Context: an optimization exercise on an open-source flow, tuned for small area, a short achievable clock period and few clock cycles. The choices shown serve that exercise and are no tape-out recipe.
The RTL was checked by simulation tests, not by an equivalence proof against the original design.
No activity file was given, so power comes from the tool's default toggle rates.

==> design.v <==
module GP (
    input  logic a, b,
    output logic g, p);
    assign g = a & b;
    assign p = a ^ b;
endmodule
module Maj (
    input  logic a, b, c,
    output logic g);
    assign g = (a & b) | (a & c) | (b & c);
endmodule
module GNode (
    input  logic gh, ph, gl,
    output logic g);
    assign g = gh | (ph & gl);
endmodule
module PGNode (
    input  logic gh, ph, gl, pl,
    output logic g, p);
    assign g = gh | (ph & gl);
    assign p = ph & pl;
endmodule
module Add32 (
    input  logic [31:0] a,
    input  logic [31:0] b,
    input  logic        cin,
    output logic [31:0] s);
    logic [31:0] g [0:5];
    logic [31:0] p [0:5];
    logic [31:0] g0, p0;
    genvar i, l;
    generate
        for (i = 0; i < 32; i++) begin : bit_gp
            GP gp (.a(a[i]), .b(b[i]), .g(g0[i]), .p(p0[i]));
        end
        Maj n0 (.a(a[0]), .b(b[0]), .c(cin), .g(g[0][0]));
        assign p[0][0] = 1'b0;
        for (i = 1; i < 32; i++) begin : bit_in
            assign g[0][i] = g0[i];
            assign p[0][i] = p0[i];
        end
        for (l = 0; l < 5; l++) begin : lvl
            for (i = 0; i < 32; i++) begin : node
                if (((i >> l) & 1) == 0) begin : pass
                    assign g[l+1][i] = g[l][i];
                    assign p[l+1][i] = p[l][i];
                end else if (i < (2 << l)) begin : last
                    GNode n (.gh(g[l][i]), .ph(p[l][i]), .gl(g[l][((i >> l) << l) - 1]),
                             .g(g[l+1][i]));
                    assign p[l+1][i] = 1'b0;
                end else begin : mid
                    PGNode n (.gh(g[l][i]), .ph(p[l][i]), .gl(g[l][((i >> l) << l) - 1]),
                              .pl(p[l][((i >> l) << l) - 1]), .g(g[l+1][i]), .p(p[l+1][i]));
                end
            end
        end
    endgenerate
    assign s = p0 ^ {g[5][30:0], cin};
endmodule
module RdMux #(parameter WIDTH = 32) (
    input  logic [7:1]       sel,
    input  logic [WIDTH-1:0] r1, r2, r3, r4, r5, r6, r7,
    output logic [WIDTH-1:0] q);
    assign q = (r1 & {WIDTH{sel[1]}}) | (r2 & {WIDTH{sel[2]}}) | (r3 & {WIDTH{sel[3]}})
             | (r4 & {WIDTH{sel[4]}}) | (r5 & {WIDTH{sel[5]}}) | (r6 & {WIDTH{sel[6]}})
             | (r7 & {WIDTH{sel[7]}});
endmodule
module Processor #(parameter WIDTH = 32) (
    input  logic               i_clk,
    input  logic               i_reset,
    input  logic [WIDTH-1:0]   i_ReadData,
    output logic               o_memwrite,
    output logic [WIDTH-1:0]   o_WriteData,
    output logic [WIDTH-1:0]   o_Address);
    logic [31:0] rf [1:7];
    logic [15:0] pc;         
    logic        m_ld, m_st, m;            
    logic [31:0] addr;                     
    logic [7:1]  m_we;                     
    logic        e_ld, e_st, e_bq;         
    logic        e_sub, e_and, e_or, e_slt;
    logic [7:1]  e_we;                     
    logic [7:1]  e_lw;                     
    logic [2:0]  e_rs, e_rt;
    logic [31:0] opA;
    logic [31:0] opB;                      
    logic [15:0] e_imm;                    
    logic [31:0] sum;
    Add32 add_alu (.a(opA), .b(opB), .cin(e_sub), .s(sum));
    wire         e_ar = ~(e_and | e_or | e_slt);
    wire [31:0]  lg   = ({32{e_and}} & (opA & opB)) | ({32{e_or}} & (opA | opB));
    wire [31:0]  res  = ({32{e_ar}} & sum) | lg | {31'd0, e_slt & sum[31]};
    wire        e_taken = ~m & e_bq & (opA == opB);
    wire [31:0] ea = opA + {16'd0, e_imm};
    wire [15:0] tgt = pc + e_imm;
    wire [31:0] wd   = ({32{~m & e_ar}} & sum) | ({32{~m}} & (lg | {31'd0, e_slt & sum[31]}))
                     | ({32{m}} & i_ReadData);
    wire [7:1]  w_oh = m ? m_we : e_we;
    wire [31:0] ins   = i_ReadData;
    wire [5:0]  op    = ins[31:26];
    wire [5:0]  funct = ins[5:0];
    wire [15:0] imm   = ins[15:0];
    wire        f_v   = ~m & ~e_taken;
    wire        is_r  = (op == 6'h00);
    wire        is_lb = (op == 6'h20);
    wire        is_sb = (op == 6'h28);
    wire        is_bq = (op == 6'h04);
    wire        is_j  = (op == 6'h02);
    wire        re = m | e_st;
    wire [2:0]  ra = m ? e_rs : ins[23:21];
    wire [2:0]  rb = re ? e_rt : ins[18:16];
    logic [7:0] sel_a, sel_b;
    always_comb begin
        sel_a[0] = 1'b0;
        sel_b[0] = 1'b0;
        for (int i = 1; i < 8; i++) begin
            sel_a[i] = ~w_oh[i] & (ra == i[2:0]);
            sel_b[i] = ~w_oh[i] & (rb == i[2:0]);
            sel_a[0] = sel_a[0] | (w_oh[i] & (ra == i[2:0]));
            sel_b[0] = sel_b[0] | (w_oh[i] & (rb == i[2:0]));
        end
    end
    logic [31:0] qa, qb;
    RdMux rd_a (.sel(sel_a[7:1]), .r1(rf[1]), .r2(rf[2]), .r3(rf[3]), .r4(rf[4]),
                .r5(rf[5]), .r6(rf[6]), .r7(rf[7]), .q(qa));
    RdMux rd_b (.sel(sel_b[7:1]), .r1(rf[1]), .r2(rf[2]), .r3(rf[3]), .r4(rf[4]),
                .r5(rf[5]), .r6(rf[6]), .r7(rf[7]), .q(qb));
    wire [31:0] a = ({32{sel_a[0]}} & wd) | qa;
    wire [31:0] b = ({32{sel_b[0]}} & wd) | qb;
    wire f_sub = is_r & ((funct == 6'h22) | (funct == 6'h2A));
    wire n_sub = re ? (m & e_sub) : f_sub;
    wire [15:0] pc1 = pc + 16'd1;
    always_ff @(posedge i_clk) begin
        if (i_reset) begin
            e_ld <= 1'b0;
            e_st <= 1'b0;
            e_bq <= 1'b0;
            e_we <= 7'd0;
            e_lw <= 7'd0;
        end else if (!m) begin
            if (!f_v) begin
                e_ld <= 1'b0;
                e_st <= 1'b0;
                e_bq <= 1'b0;
                e_we <= 7'd0;
                e_lw <= 7'd0;
            end else begin
                e_ld <= is_lb;
                e_st <= is_sb;
                e_bq <= is_bq;
                for (int i = 1; i < 8; i++) begin
                    e_we[i] <= is_r & (ins[13:11] == i[2:0]);
                    e_lw[i] <= is_lb & (ins[18:16] == i[2:0]);
                end
            end
        end
    end
    always_ff @(posedge i_clk) begin
        opA <= a;
        opB <= b ^ {32{n_sub}};
        if (!m) begin
            e_sub <= f_sub;
            e_and <= is_r & (funct == 6'h24);
            e_or  <= is_r & (funct == 6'h25);
            e_slt <= is_r & (funct == 6'h2A);
            e_imm <= imm;
            e_rt  <= ins[18:16];
        end
    end
    always_ff @(posedge i_clk) begin
        if (i_reset || m) begin
            m_ld <= 1'b0;
            m_st <= 1'b0;
            m    <= 1'b0;
        end else begin
            m_ld <= e_ld;
            m_st <= e_st;
            m    <= e_ld | e_st;
        end
    end
    always_ff @(posedge i_clk) begin
        m_we <= e_lw;
        e_rs <= ins[23:21];      
    end
    logic [15:0] pc_n;
    always_comb begin
        if (i_reset)      pc_n = 16'd0;
        else if (e_taken) pc_n = tgt;
        else if (m)       pc_n = pc;
        else if (is_j)    pc_n = imm;
        else              pc_n = pc1;
    end
    wire m_n = ~i_reset & ~m & (e_ld | e_st);
    always_ff @(posedge i_clk) begin
        pc   <= pc_n;
        addr <= m_n ? ea : {16'd0, pc_n};
    end
    always_ff @(posedge i_clk) begin
        for (int i = 1; i < 8; i++)
            if (w_oh[i]) rf[i] <= wd;
    end
    assign o_memwrite  = m_st;
    assign o_WriteData = opB;
    assign o_Address   = addr;
endmodule
==> flow/run.sh <==
#!/bin/bash
# The standard layout (the standard.sh, synthesis included, unchanged),
# except that the port buffers that buffer_ports inserts are buf_4 cells
# rather than the delay cells it picks by default.
set -euo pipefail
export BUFFER_PORTS_ARGS="-buffer_cell sky130_fd_sc_hd__buf_4"
bash standard.sh > standard.log 2>&1
==> standard.sh <==
#!/bin/bash
# synth_recipe.tcl (not shown) runs the flow's synth.tcl, then flattens the netlist and writes it again
# the make line also repeats each setting of config.mk as NAME=value (left out here)
make -C /OpenROAD-flow-scripts/flow DESIGN_CONFIG=/design/flow/config.mk WORK_HOME=/design/flow/orfs CLKGATE_MAP_FILE= SYNTH_SCRIPT=/design/flow/synth_recipe.tcl "${@:-finish}"
==> config.mk <==
export PLATFORM = sky130hd
export DESIGN_NAME = Processor
export DESIGN_NICKNAME = Processor
export VERILOG_FILES = /design/flow/design.v
export SDC_FILE = /design/flow/constraint.sdc
export NUM_CORES = 4
export LEC_CHECK = 0
export CAP_MARGIN = 20
export CORE_MARGIN = 2
export CORE_UTILIZATION = 40
export SETUP_SLACK_MARGIN = 3.9
export SLEW_MARGIN = 20
export SYNTH_HIERARCHICAL = 1
export SYNTH_MINIMUM_KEEP_SIZE = 0
==> constraint.sdc <==
create_clock -name core_clock -period 7.0 [get_ports {i_clk}]
set_input_delay 1.4000 -clock core_clock [delete_from_list [all_inputs] [get_ports {i_clk}]]
set_output_delay 1.4000 -clock core_clock [all_outputs]
set_load 0.01 [all_outputs]
==> results of run 1 <==
-- power by group through the flow --
stage | clock [mW] | combinational (mW) | sequential (mW)
after CTS | 2.28 | 2.49 | 3.15
after global routing | 2.36 | 2.88 | 3.17
after floorplan | 0 | 1.52 | 3.09
final | 2.24 | 2.68 | 3.16
after detailed placement | 0 | 2.28 | 3.19
after global placement | 0 | 2.24 | 3.20
-- modules after synthesis (local to each module, per instance) --
module,cells,area [µm²],flops+latches
GNode,1,7.51,0
GP,1,12.5,0
Add32,32,280,0
PGNode,2,13.8,0
Processor,1336,16700,388
Maj,1,11.3,0
RdMux,149,1080,0
-- worst min path at each step --
stage	startpoint	endpoint	slack (ns)	depth (start not counted)
after CTS	e_lw[2]$_SDFFE_PP0N_	m_we[2]$_DFF_P_	0.35	0
final	e_lw[2]$_SDFFE_PP0N_	m_we[2]$_DFF_P_	0.35	0
after global placement	e_lw[6]$_SDFFE_PP0N_	m_we[6]$_DFF_P_	0.34	0
after detailed placement	e_lw[2]$_SDFFE_PP0N_	m_we[2]$_DFF_P_	0.34	0
after global routing	e_lw[6]$_SDFFE_PP0N_	m_we[6]$_DFF_P_	0.36	0
after floorplan	e_lw[1]$_SDFFE_PP0N_	m_we[1]$_DFF_P_	0.33	0
-- what timing repair did --
action,in CTS,in global routing
buffers inserted,14,14
pin swaps,18,21
endpoints found under the setup margin,215,104
cloned,1,0
resized for setup,54,29
-- Yosys cell counts, types with 36 or more instances --
library cell / n
edfxtp_1: 247
dfxtp_1: 141
nand2b_1: 36
buf_2: 46
and2_1: 49
nand2_1: 108
nand3_1: 87
inv_1: 85
xor2_1: 77
a222oi_1: 65
nor2_1: 59
a21oi_1: 81
ha_1: 128
a21o_1: 114
a22oi_1: 130
-- layout by cell type (no fill, tap or decap), drive strengths merged, types with 15 or more instances in the layout --
cell type	count
edfxtp	247
buf	159
dfxtp	141
a22oi	130
ha	128
a21o	114
a21oi	112
nand2	109
nand3	87
inv	87
xor2	77
a222oi	65
clkbuf	62
nor2	60
and2	50
nand2b	36
o21ai	33
xnor2	30
a221o	30
nor3	27
mux2i	17
mux2	15
-- cell type report --
type,count,area (µm²),share of cell area (%)
Clock inverter,16,181,0.762
Multi-Input combinational cell,1257,9640,40.5
Inverter,87,327,1.37
Timing Repair Buffer,159,1340,5.64
Tap cell,672,841,3.53
Clock buffer,62,1200,5.03
Sequential cell,388,10300,43.2
Antenna cell,1,2.50,0.0105
-- routing by layer --
metal | track usage [%] | vias up | part of all wire (%)
li1 | - | 7211 | -
met1 | 33.9 | 7969 | 42
met2 | 38.5 | 816 | 45
met3 | 3.98 | 151 | 8.9
met4 | 10.7 | 0 | 3.7
met5 | 0 | - | 0
-- worst reg2reg max path: cells and delay by family (launching register included) --
family                     cells  cell delay (ns)
and+or+nand+nor                1             0.16
buffers and inverters          3             0.48
adders and majority gates      1             0.33
xor gates and xnor gates       1             0.16
AOI/OAI and AO/OA              5             1.24
DFF                            1             0.48
-- sequential cells by signal (all words and copies together), names as in the netlist --
signal	cells
e_rs	3
e_lw	7
pc	16
e_bq	1
m	1
e_and	1
m_st	1
e_or	1
e_sub	1
opB	32
e_slt	1
rf	224
m_we	7
e_st	1
e_imm	16
e_ld	1
addr	32
e_we	7
e_rt	3
opA	32
-- cells by family after synthesis --
group                    Yosys count  share of synthesized area (%)
multiplexers                      32                           1.68
AND/OR/NAND/NOR                  431                           10.8
AO/OA/AOI/OAI                    555                           20.7
flip-flops                       388                           50.1
XOR/XNOR                         107                           4.58
adder cells (fa/ha/maj)          131                           8.08
buffers and inverters            175                           4.05
-- stage by stage --
stage	util, %	cell area (µm²)	total power [mW]	cells	hold slack, ns
after global routing	47.4	23800	8.40	2642	0.361
after detailed placement	43.5	21900	5.47	2534	0.343
after CTS	46.9	23600	7.91	2627	0.355
final	47.4	23800	8.07	2642	0.355
after global placement	43.5	21900	5.44	2534	0.339
after floorplan	-	20400	4.61	1819	0.331
==> key figures, run 1 <==
Placement
  • Pre-CTS WS: between 2 and 3 ns
  • Routability cong.: about 0.89
  • IO buf count: 98
  • Hpwl dp: between 40000 and 50000 µm

Timing
  • Final Hold Violating Endpoints: 0
  • Setup-failing EPs final: 0
  • Relative max-transition margin: between 30% and 40%
  • Final min period: a little over 3 ns
  • Slew @ Worst Pin: between 0.9 and 1 ns
  • Tcrit/Tclk final: about 44%
  • Final Max Slew Viols: 0
  • Maximum clock rate: between 300 and 400 MHz
  • Setup WS post-layout: around 3.9 ns
  • RSZ-0062 raised after global routing: true
  • Clk_skew: between 0.02 and 0.025 ns
  • Total negative setup slack: 0 ns

Worst setup path
  • Worst Path Max Fanout: 6
  • Req. time, crit path: roughly 7.3 ns
  • Worst setup startpoint: opB[2]$_DFF_P_
  • Worst r2r path cells: 11
  • Reg2reg end: rf[2][26]$_DFFE_PP_
  • Crit-path most repeated cell: a21o_1
  • Slowest stage cell, crit path: dfxtp_1
  • CP delay by family, top: compound AO/OA/AOI/OAI gates
  • Crit path to: rf[2][26]$_DFFE_PP_
  • Crit path DAT: between 3 and 4 ns
  • Setup crit start kind: flop
  • R2R Path Start: opB[2]$_DFF_P_
  • Sum of buffers and inverters on the critical path: 3
  • Worst path depth: 11
  • Worst path max stage delay: about 0.48 ns
  • Critical Path Sink Type: flop
  • R2R setup slack: 3.91 ns
  • Kind of critical path: reg2reg
  • Critical path, cell by cell: ha_1, and2_1, a21o_1, a21o_4, a21o_1, buf_8, buf_12, a21o_1, xor2_1, a221o_2, buf_4

Floorplan
  • Top Ports: roughly 100
  • Placeable Area: 50300 µm²
  • Die W: between 200 and 250 µm
  • Starting density of the core: between 40% and 50%
  • Row Count: 82
  • Chip Height: 230 µm
  • Area of the die: ~53000 µm²

Yosys
  • Post-Syn Nets: around 2000
  • Syn_area_per_cell: between 10 and 15 µm²
  • Area leader, netlist: edfxtp_1
  • Syn Std Cell Area: a little over 20000 µm²
  • Fraction of registers with async set/reset: 0%
  • Register area share after synthesis: around 50%
  • Number of synthesized flops with an enable pin: approximately 250
  • Top_reg_cell synth: edfxtp_1
  • Post-synth top area share: between 30% and 40%
  • Post-synthesis register bit count: 388
  • Yosys warnings: 14
  • Area contributors post-synth: edfxtp_1, dfxtp_1, ha_1
  • Cells after synthesis: between 1500 and 2000
  • Synth unique cells: 76

Finish
  • # fillers: about 4600
  • Share of layout cells above drive strength 1: 18.7%
  • Layout area overhead: 16.5%
  • Nets: about 2100

Global routing
  • Initial antenna violation count: 1
  • Gr usage total: about a quarter
  • First-pass GRT wire length: ~100000 µm
  • Largest net degree at the start of global routing: 91
  • Vias in the first global route: between 15000 and 20000
  • Overflow after GRT: 0

Pwr
  • Sequential power share: around two fifths
  • Int Pwr: roughly 5.3 mW
  • Logic gate share of total power: about 33%
  • Switching share of total power: ~34%
  • Power share of the clock group: between 20% and 30%
  • Pleak: 9.54 nW
  • Power per cell area: 339 nW/µm²
  • Switching power total: 2.75 mW
  • Worst vdd ir: 0.168 mV

Job
  • Max Cap Viol: 0

Clock network
  • CTS Sinks: between 300 and 400
  • Max clock buf depth: 3
  • CTS tree: yes
  • H-tree depth: 2
  • Post-CTS Hold Buffers: 0
  • Root buffer cell: clkbuf_16
  • Clock insertion delay at the later pin of the skew report: 0.58 ns
  • CTS Buf Count: 42
  • CTS clk-pin slew, worst paths: 0.06 ns

Detailed routing
  • WL/cell: roughly 25 µm
  • Vias per inst: ~6
  • Total number of vias: 16100
  • Drt initial violations: around 2200
  • Antenna Violating Nets Remaining: 0
  • DRT Pass-1 Iters: 8
  • WL final: 66600 µm
  • DRC violations left: 0

Min path
  • Hold Path Class: reg2reg

Status
  • Status: complete, no violations
Testbench counts, summed over its fixed seeds: cycles 29,933.
==> run 2, diff against run 1 <==
--- a/config.mk
+++ b/config.mk
@@ -8,7 +8,7 @@
 export CAP_MARGIN = 20
 export CORE_MARGIN = 2
 export CORE_UTILIZATION = 40
-export SETUP_SLACK_MARGIN = 3.9
+export SETUP_SLACK_MARGIN = 4.1
 export SLEW_MARGIN = 20
 export SYNTH_HIERARCHICAL = 1
 export SYNTH_MINIMUM_KEEP_SIZE = 0
==> key figures, run 2 <==
Floorplan
  • Placeable Area: 50300 µm² (unchanged)
  • Starting density of the core: 40.7% (unchanged)
  • Die W: 230 µm (unchanged)
  • Top Ports: 99 (unchanged)
  • Chip Height: 230 µm (unchanged)
  • Area of the die: 52900 µm² (unchanged)
  • Row Count: 82 (unchanged)

Placement
  • Routability cong.: 0.902 (+1.1%)
  • Hpwl dp: 42500 µm (-0.69%)
  • Pre-CTS WS: 3.07 ns (+0.0996 ns)
  • IO buf count: 98 (unchanged)

Yosys
  • Post-synthesis register bit count: 388 (unchanged)
  • Area leader, netlist: edfxtp_1
  • Synthesized-area fraction occupied by adder cells: 8.08% (unchanged)
  • Syn Std Cell Area: 20400 µm² (unchanged)
  • Synth unique cells: 76 (unchanged)
  • Main combinational cell family by area after synthesis: compound AO/OA/AOI/OAI gates
  • Cells after synthesis: 1819 (unchanged)
  • Mux cell area share after synthesis: 1.68% (unchanged)
  • Post-synth top cells: edfxtp_1, dfxtp_1, a22oi_1
  • Post-synth top area share: 36.3% (unchanged)
  • Top_reg_cell synth: edfxtp_1
  • Register area share after synthesis: 50.1% (unchanged)
  • Synth Area in Compound Gates: 20.7% (unchanged)
  • Area contributors post-synth: edfxtp_1, dfxtp_1, ha_1
  • Syn_area_per_cell: 11.2 µm² (unchanged)
  • Number of synthesized flops with an enable pin: 247 (unchanged)
  • Synth Area in Simple Gates: 10.8% (unchanged)
  • Most frequent cell after synthesis: edfxtp_1
  • Fraction of registers with async set/reset: 0% (unchanged)
  • Post-Syn Nets: 1983 (unchanged)
  • Yosys warnings: 14 (unchanged)
  • Post-Synth XOR/XNOR Area: 4.58% (unchanged)

Worst setup path
  • Worst r2r path cells: 9 (-2)
  • Crit path DAT: 3.26 ns (-0.16 ns)
  • Setup crit start kind: flop
  • R2R setup slack: 4.08 ns (+0.17 ns)
  • Critical Path Sink Type: flop
  • Kind of critical path: reg2reg
  • Worst Path Max Fanout: 8 (+2)
  • Worst setup startpoint: e_sub$_DFFE_PN_
  • Reg2reg end: rf[4][29]$_DFFE_PP_
  • Crit path to: rf[4][29]$_DFFE_PP_
  • Req. time, crit path: 7.34 ns (about the same)
  • R2R Path Start: e_sub$_DFFE_PN_

Min path
  • Hold Path Class: reg2reg
  • Hold Startpoint: e_lw[6]$_SDFFE_PP0N_

Detailed routing
  • Total number of vias: 16200 (+0.61%)
  • Vias per inst: 6.12 (+0.11%)
  • WL final: 68900 µm (+3.4%)
  • DRT Pass-1 Iters: 7 (-1)
  • DRC violations left: 0 (unchanged)
  • WL/cell: 25.9 µm (+2.9%)
  • Drt initial violations: 2133 (-3.4%)
  • Antenna Violating Nets Remaining: 0 (unchanged)

Finish
  • Commonest non-fill, non-tap cell in the layout: edfxtp_1
  • Top reg by flops: rf
  • Commonest cells after routing, fill and taps aside: edfxtp_1, buf_4, a22oi_1
  • Util after Layout: 48.3% (+0.92 points)
  • # fillers: 4532 (-0.96%)
  • Max FFs per register: 224 (unchanged)
  • Layout area overhead: 18.8%
  • Multi-input gate area: 9890 µm² (+2.5%)
  • Sequential cell area: 10300 µm² (about the same)
  • Nets: 2112 (+0.62%)
  • Share of layout cells above drive strength 1: 20.6% (+2.0 points)

Pwr
  • Switching power total: 2.84 mW (+3.0%)
  • Power share of the clock group: 26.9% (-0.8 points)
  • Total power: 8.24 mW (+2.1%)
  • Logic gate share of total power: 35.0% (+1.8 points)
  • Pleak: 9.68 nW (+1.5%)
  • Power per cell area: 340 nW/µm² (+0.17%)
  • Worst vdd ir: 0.158 mV (-6.2%)
  • Switching share of total power: 34.4% (+0.29 points)
  • Int Pwr: 5.41 mW (+1.7%)
  • Sequential power share: 38.1% (-1.0 points)

Job
  • Max Cap Viol: 0 (unchanged)

Timing
  • Slew @ Worst Pin: 0.884 ns (-0.0320 ns)
  • Final Hold Violating Endpoints: 0 (unchanged)
  • Tcrit/Tclk final: 41.7% (-2.4 points)
  • Total negative setup slack: 0 ns (unchanged)
  • Final Max Slew Viols: 0 (unchanged)
  • RSZ-0062 raised after global routing: true
  • Relative max-transition margin: 40.8% (+2.3 points)
  • Maximum clock rate: 342 MHz (+5.8%)
  • Setup-failing EPs final: 0 (unchanged)
  • Setup WS post-layout: 4.08 ns (+0.171 ns)
  • Final min period: 2.92 ns (-0.171 ns)
  • Clk_skew: 0.0202 ns (-0.000196 ns)

Global routing
  • Overflow after GRT: 0 (unchanged)
  • Gr usage total: 25.0% (+0.36 points)
  • Initial antenna violation count: 1 (unchanged)
  • First-pass GRT wire length: 100000 µm (+0.92%)
  • Vias in the first global route: 15800 (-0.051%)
  • Largest net degree at the start of global routing: 40 (-56%)

Clock network
  • Clock insertion delay at the later pin of the skew report: 0.58 ns (about the same)
  • H-tree depth: 2 (unchanged)
  • CTS tree: yes
  • CTS Sinks: 388 (unchanged)
  • CTS Buf Count: 42 (unchanged)
  • CTS clk-pin slew, worst paths: 0.06 ns (about the same)
  • Root buffer cell: clkbuf_16
  • Max clock buf depth: 3 (unchanged)
  • Post-CTS Hold Buffers: 0 (unchanged)

Status
  • Status: complete, no violations
==> run 2: layer usage <==
| metal | global-route usage, % | vias up | wire [µm] |
|---|---|---|---|
| li1 | - | 7233 | - |
| met1 | 35.4 | 8026 | 29600 |
| met2 | 39.3 | 850 | 31200 |
| met3 | 3.06 | 136 | 5900 |
| met4 | 9.38 | 0 | 2220 |
| met5 | 0 | - | 0 |
==> run 2: worst min-delay path by stage <==
stage,slack (ns),endpoint,depth (start not counted)
4_1_cts,0.35,m_we[3]$_DFF_P_,0
3_5_place_dp,0.34,m_we[2]$_DFF_P_,0
5_1_grt,0.36,m_we[3]$_DFF_P_,0
3_3_place_gp,0.33,m_we[2]$_DFF_P_,0
6_report,0.35,m_we[6]$_DFF_P_,0
2_1_floorplan,0.33,m_we[1]$_DFF_P_,0
==> run 2: per-module statistics from Yosys, one instance, submodules excluded <==
module,cell area (µm²),cells inside,flip-flops and latches
GP,12.5,1,0
GNode,7.51,1,0
Maj,11.3,1,0
RdMux,1080,149,0
Add32,280,32,0
PGNode,13.8,2,0
Processor,16700,1336,388
==> run 2: layout make-up <==
class                   instances  share of cell area (%)
diodes                          2                  0.0206
clock buffers                  60                    4.95
clock inverters                17                   0.660
inverters                      87                    1.36
multi-input cells            1259                    40.7
flip-flops and latches        388                    42.4
well taps                     672                    3.46
repair buffers                170                    6.45
==> run 2: cell families (layout without fill, tap and decap cells) <==
family / after synthesis / in the layout
buffers and inverters: 175 / 334
adder cells (fa/ha/maj): 131 / 131
flip-flops: 388 / 388
AND/OR/NAND/NOR: 431 / 431
multiplexers: 32 / 32
XOR/XNOR: 107 / 107
other: 0 / 2
AO/OA/AOI/OAI: 555 / 558
==> run 2: worst max-delay path, cell delays in order, from the launching register on <==
cell and delay [ns]:
edfxtp_1 0.40, maj3_2 0.32, a21o_1 0.22, a21o_1 0.21
a21o_4 0.24, a21o_4 0.26, a21o_1 0.22, xor2_4 0.17
a221o_2 0.44, buf_4 0.18
==> run 2: timing repair <==
| item | CTS | global route |
|---|---|---|
| buffers inserted | 21 | 17 |
| setup endpoints to repair | 244 | 156 |
| cloned | 2 | 4 |
| resized for setup | 84 | 57 |
| endpoints found under the hold margin | 0 | 0 |
| pin swaps | 25 | 41 |
==> run 2: power by group through the flow <==
stage | Clock (mW) | Sequential, mW | Combinational (mW)
global placement | 0 | 3.17 | 2.22
detailed placement | 0 | 3.17 | 2.27
global route | 2.34 | 3.15 | 3.08
floorplan | 0 | 3.09 | 1.52
CTS | 2.25 | 3.12 | 2.62
finish | 2.22 | 3.14 | 2.88
==> run 2: metrics by stage <==
stage	hold slack, ns	area, µm²	std cells
after floorplan	0.331	20500	1819
after CTS	0.348	23800	2632
after global placement	0.335	21900	2532
final	0.352	24300	2655
after detailed placement	0.338	21900	2532
after global routing	0.357	24300	2654
==> run 3, diff against run 2 <==
--- a/config.mk
+++ b/config.mk
@@ -7,7 +7,8 @@
 export LEC_CHECK = 0
 export CAP_MARGIN = 20
 export CORE_MARGIN = 2
-export CORE_UTILIZATION = 40
+export CORE_UTILIZATION = 55
+export PLACE_DENSITY = 0.7
 export SETUP_SLACK_MARGIN = 4.1
 export SLEW_MARGIN = 20
 export SYNTH_HIERARCHICAL = 1
==> key figures, run 3 <==
Yosys
  • Syn Std Cell Area: 20400 µm² (unchanged)
  • Number of synthesized flops with an enable pin: 247 (unchanged)
  • Top_reg_cell synth: edfxtp_1
  • Post-Syn Nets: 1983 (unchanged)
  • Area contributors post-synth: edfxtp_1, dfxtp_1, ha_1
  • Fraction of registers with async set/reset: 0% (unchanged)
  • Post-synth top area share: 36.3% (unchanged)
  • Register area share after synthesis: 50.1% (unchanged)
  • Yosys warnings: 14 (unchanged)
  • Post-synthesis register bit count: 388 (unchanged)
  • Most frequent cell after synthesis: edfxtp_1
  • Syn_area_per_cell: 11.2 µm² (unchanged)
  • Area leader, netlist: edfxtp_1
  • Cells after synthesis: 1819 (unchanged)
  • Post-synth top cells: edfxtp_1, dfxtp_1, a22oi_1
  • Synth unique cells: 76 (unchanged)

Timing
  • Final min period: 3.03 ns (+0.108 ns)
  • Slew @ Worst Pin: 0.719 ns (-0.165 ns)
  • Total negative setup slack: 0 ns (unchanged)
  • Final Max Slew Viols: 0 (unchanged)
  • Tcrit/Tclk final: 43.3% (+1.5 points)
  • Setup-failing EPs final: 0 (unchanged)
  • Relative max-transition margin: 52.1% (+11 points)
  • RSZ-0062 raised after global routing: true
  • Hold WS: 0.352 ns (-0.000704 ns)
  • Clk_skew: 0.0226 ns (+0.00237 ns)
  • Final Hold Violating Endpoints: 0 (unchanged)
  • Maximum clock rate: 330 MHz (-3.6%)

Finish
  • Commonest non-fill, non-tap cell in the layout: edfxtp_1
  • Share of layout cells above drive strength 1: 19.7% (-0.92 points)
  • Util after Layout: 65.3% (+17 points)
  • Max FFs per register: 224 (unchanged)
  • Layout area overhead: 16.9%
  • Sequential cell area: 10300 µm² (-0.19%)
  • Commonest cells after routing, fill and taps aside: edfxtp_1, buf_4, a22oi_1
  • Nets: 2108 (-0.19%)
  • Multi-input gate area: 9780 µm² (-1.1%)
  • # diodes: 0 (-2)
  • # fillers: 2788 (-38%)
  • Top reg by flops: rf

Detailed routing
  • Antenna Violating Nets Remaining: 0 (unchanged)
  • WL final: 65500 µm (-4.9%)
  • Vias per inst: 6.69 (+9.4%)
  • Total number of vias: 16400 (+0.72%)
  • DRT Pass-1 Iters: 8 (+1)
  • WL/cell: 26.8 µm (+3.2%)
  • Drt initial violations: 2181 (+2.3%)
  • DRC violations left: 0 (unchanged)

Worst setup path
  • Critical Path Sink Type: flop
  • Req. time, crit path: 7.47 ns (+0.13 ns)
  • Worst Path Max Fanout: 16 (+8)
  • Kind of critical path: reg2reg
  • Setup crit start kind: flop
  • Crit path DAT: 3.50 ns (+0.24 ns)

Global routing
  • Initial antenna violation count: 1 (unchanged)
  • Overflow after GRT: 0 (unchanged)
  • Vias in the first global route: 16200 (+2.7%)
  • Largest net degree at the start of global routing: 59 (+48%)
  • Gr usage total: 33.5% (+8.5 points)
  • First-pass GRT wire length: 97500 µm (-2.7%)

Pwr
  • Power per cell area: 348 nW/µm² (+2.4%)
  • Switching share of total power: 32.7% (-1.7 points)
  • Power share of the clock group: 28.1% (+1.2 points)
  • Worst vdd ir: 0.289 mV (+84%)
  • Switching power total: 2.72 mW (-4.1%)
  • Logic gate share of total power: 34.3% (-0.7 points)
  • Pleak: 9.67 nW (about the same)
  • Sequential power share: 37.6% (-0.5 points)
  • Int Pwr: 5.60 mW (+3.5%)

Clock network
  • Post-CTS Hold Buffers: 0 (unchanged)
  • Max clock buf depth: 3 (unchanged)
  • CTS clk-pin slew, worst paths: 0.06 ns (about the same)
  • H-tree depth: 2 (unchanged)
  • Root buffer cell: clkbuf_16
  • CTS tree: yes
  • CTS Buf Count: 42 (unchanged)
  • CTS Sinks: 388 (unchanged)
  • Clock insertion delay at the later pin of the skew report: 0.58 ns (about the same)

Placement
  • IO buf count: 98 (unchanged)
  • Hpwl dp: 40300 µm (-5.1%)
  • Routability cong.: 0.927 (+2.8%)

Min path
  • Hold Path Class: reg2reg

Floorplan
  • Top Ports: 99 (unchanged)
  • Area of the die: 38700 µm² (-27%)
  • Placeable Area: 36600 µm² (-27%)
  • Chip Height: 197 µm (-14%)
  • Die W: 197 µm (-14%)
  • Starting density of the core: 55.8% (+15 points)
  • Row Count: 70 (-15%)

Status
  • Status: complete, no violations

Job
  • Max Cap Viol: 0 (unchanged)
run 3: per-stage QoR:
| stage | setup slack [ns] | power (mW) | area, µm² | instances |
|---|---|---|---|---|
| after floorplan | 4.10 | 4.61 | 20500 | 1819 |
| after global placement | 3.11 | 5.32 | 21600 | 2332 |
| after detailed placement | 3.01 | 5.38 | 21600 | 2332 |
| after CTS | 3.94 | 8.03 | 23500 | 2428 |
| after global routing | 3.87 | 8.65 | 23900 | 2445 |
| final | 3.97 | 8.32 | 23900 | 2445 |
run 3: worst paths after layout:
check / from / to / slack [ns] / cells after the start
worst max-delay path: e_sub$_DFFE_PN_ / opA[0]$_DFF_P_ / 3.97 / 12
worst min-delay path: e_lw[5]$_SDFFE_PP0N_ / m_we[5]$_DFF_P_ / 0.35 / 0
worst max register to register: e_sub$_DFFE_PN_ / opA[0]$_DFF_P_ / 3.97 / 12
worst min register to register: e_lw[5]$_SDFFE_PP0N_ / m_we[5]$_DFF_P_ / 0.35 / 0
run 3: final cells by class:
type | count | area share (%)
clock buffer | 56 | 4.91
clock inverter | 21 | 1.14
inverter | 87 | 1.37
multi-input combinational | 1257 | 40.9
sequential | 388 | 42.9
tap | 468 | 2.45
timing repair buffer | 168 | 6.25
run 3: timing repair:
action / 4_1_cts / 5_1_grt
setup buffers: 18 / 16
pin swaps: 21 / 32
hold endpoints to repair: 0 / 0
gates cloned: 1 / 1
gates resized for setup: 71 / 35
endpoints found under the setup margin: 230 / 217
run 3: routing by layer:
layer	vias to the layer above	routed length, µm	GRT usage, %
li1	7229	-	-
met1	7942	24800	42.3
met2	983	31100	55.1
met3	206	6600	5.99
met4	2	2940	17.7
met5	-	17	0
run 3: cells by family after synthesis:
group,Yosys count,share of synthesized area (%)
muxes,32,1.68
buffers and inverters,175,4.05
and+or+nand+nor,431,10.8
DFF,388,50.1
AOI/OAI and AO/OA,555,20.7
adders and majority gates,131,8.08
xor gates and xnor gates,107,4.58
run 3: per-module statistics from Yosys (local to each module, per instance):
module / times used / area, µm²
Processor: 1 / 16700
RdMux: 2 / 1080
Add32: 1 / 280
PGNode: 45 / 13.8
GP: 32 / 12.5
Maj: 1 / 11.3
GNode: 30 / 7.51
run 3: power groups by stage:
stage               logic, mW  registers, mW  clock network, mW
floorplan                1.52           3.09                  0
global placement         2.16           3.17                  0
detailed placement       2.22           3.17                  0
CTS                      2.55           3.12               2.36
global route             3.06           3.14               2.45
finish                   2.85           3.13               2.34
run 3: worst max-delay path: stages, from the launching register on:
cell	delay, ns
edfxtp_1	0.42
maj3_2	0.33
a21o_1	0.20
a21o_1	0.21
a21o_4	0.24
a21o_1	0.19
buf_12	0.16
a21o_1	0.19
xor2_2	0.21
a222oi_1	0.33
o21ai_2	0.14
buf_6	0.17
a21o_1	0.15

## re-timing with driven ports
In the flow no input, the clock included, has a driving cell. The finished layouts below were timed again as built, in two steps. Step 1 assumes that a clkbuf_16 drives the clock port and a buf_2 every other input. Step 2 times the ports against the registers' clock, not the clock port: input delays grow and output delays shrink by t, the midpoint of the rising clock arrivals with the driver on. a / b / c = ideal ports / drivers / drivers and shift; a / b = the first two.
run	shift t [ns]	slack for setup (ns)	hold slack, ns	latest minus earliest clock arrival (ns)
run 1	0.633	3.908 / 3.908 / 3.393	0.355 / 0.355 / 0.355	0.021 / 0.021
run 2	0.630	4.079 / 4.079 / 3.453	0.352 / 0.352 / 0.352	0.021 / 0.020
run 3	0.625	3.971 / 3.971 / 3.502	0.352 / 0.352 / 0.352	0.022 / 0.023
After both steps setup and hold are still met in every run listed. The setup slack of run 2, which loses most, moves by 0.000 ns with the drivers and by -0.626 ns with both steps.
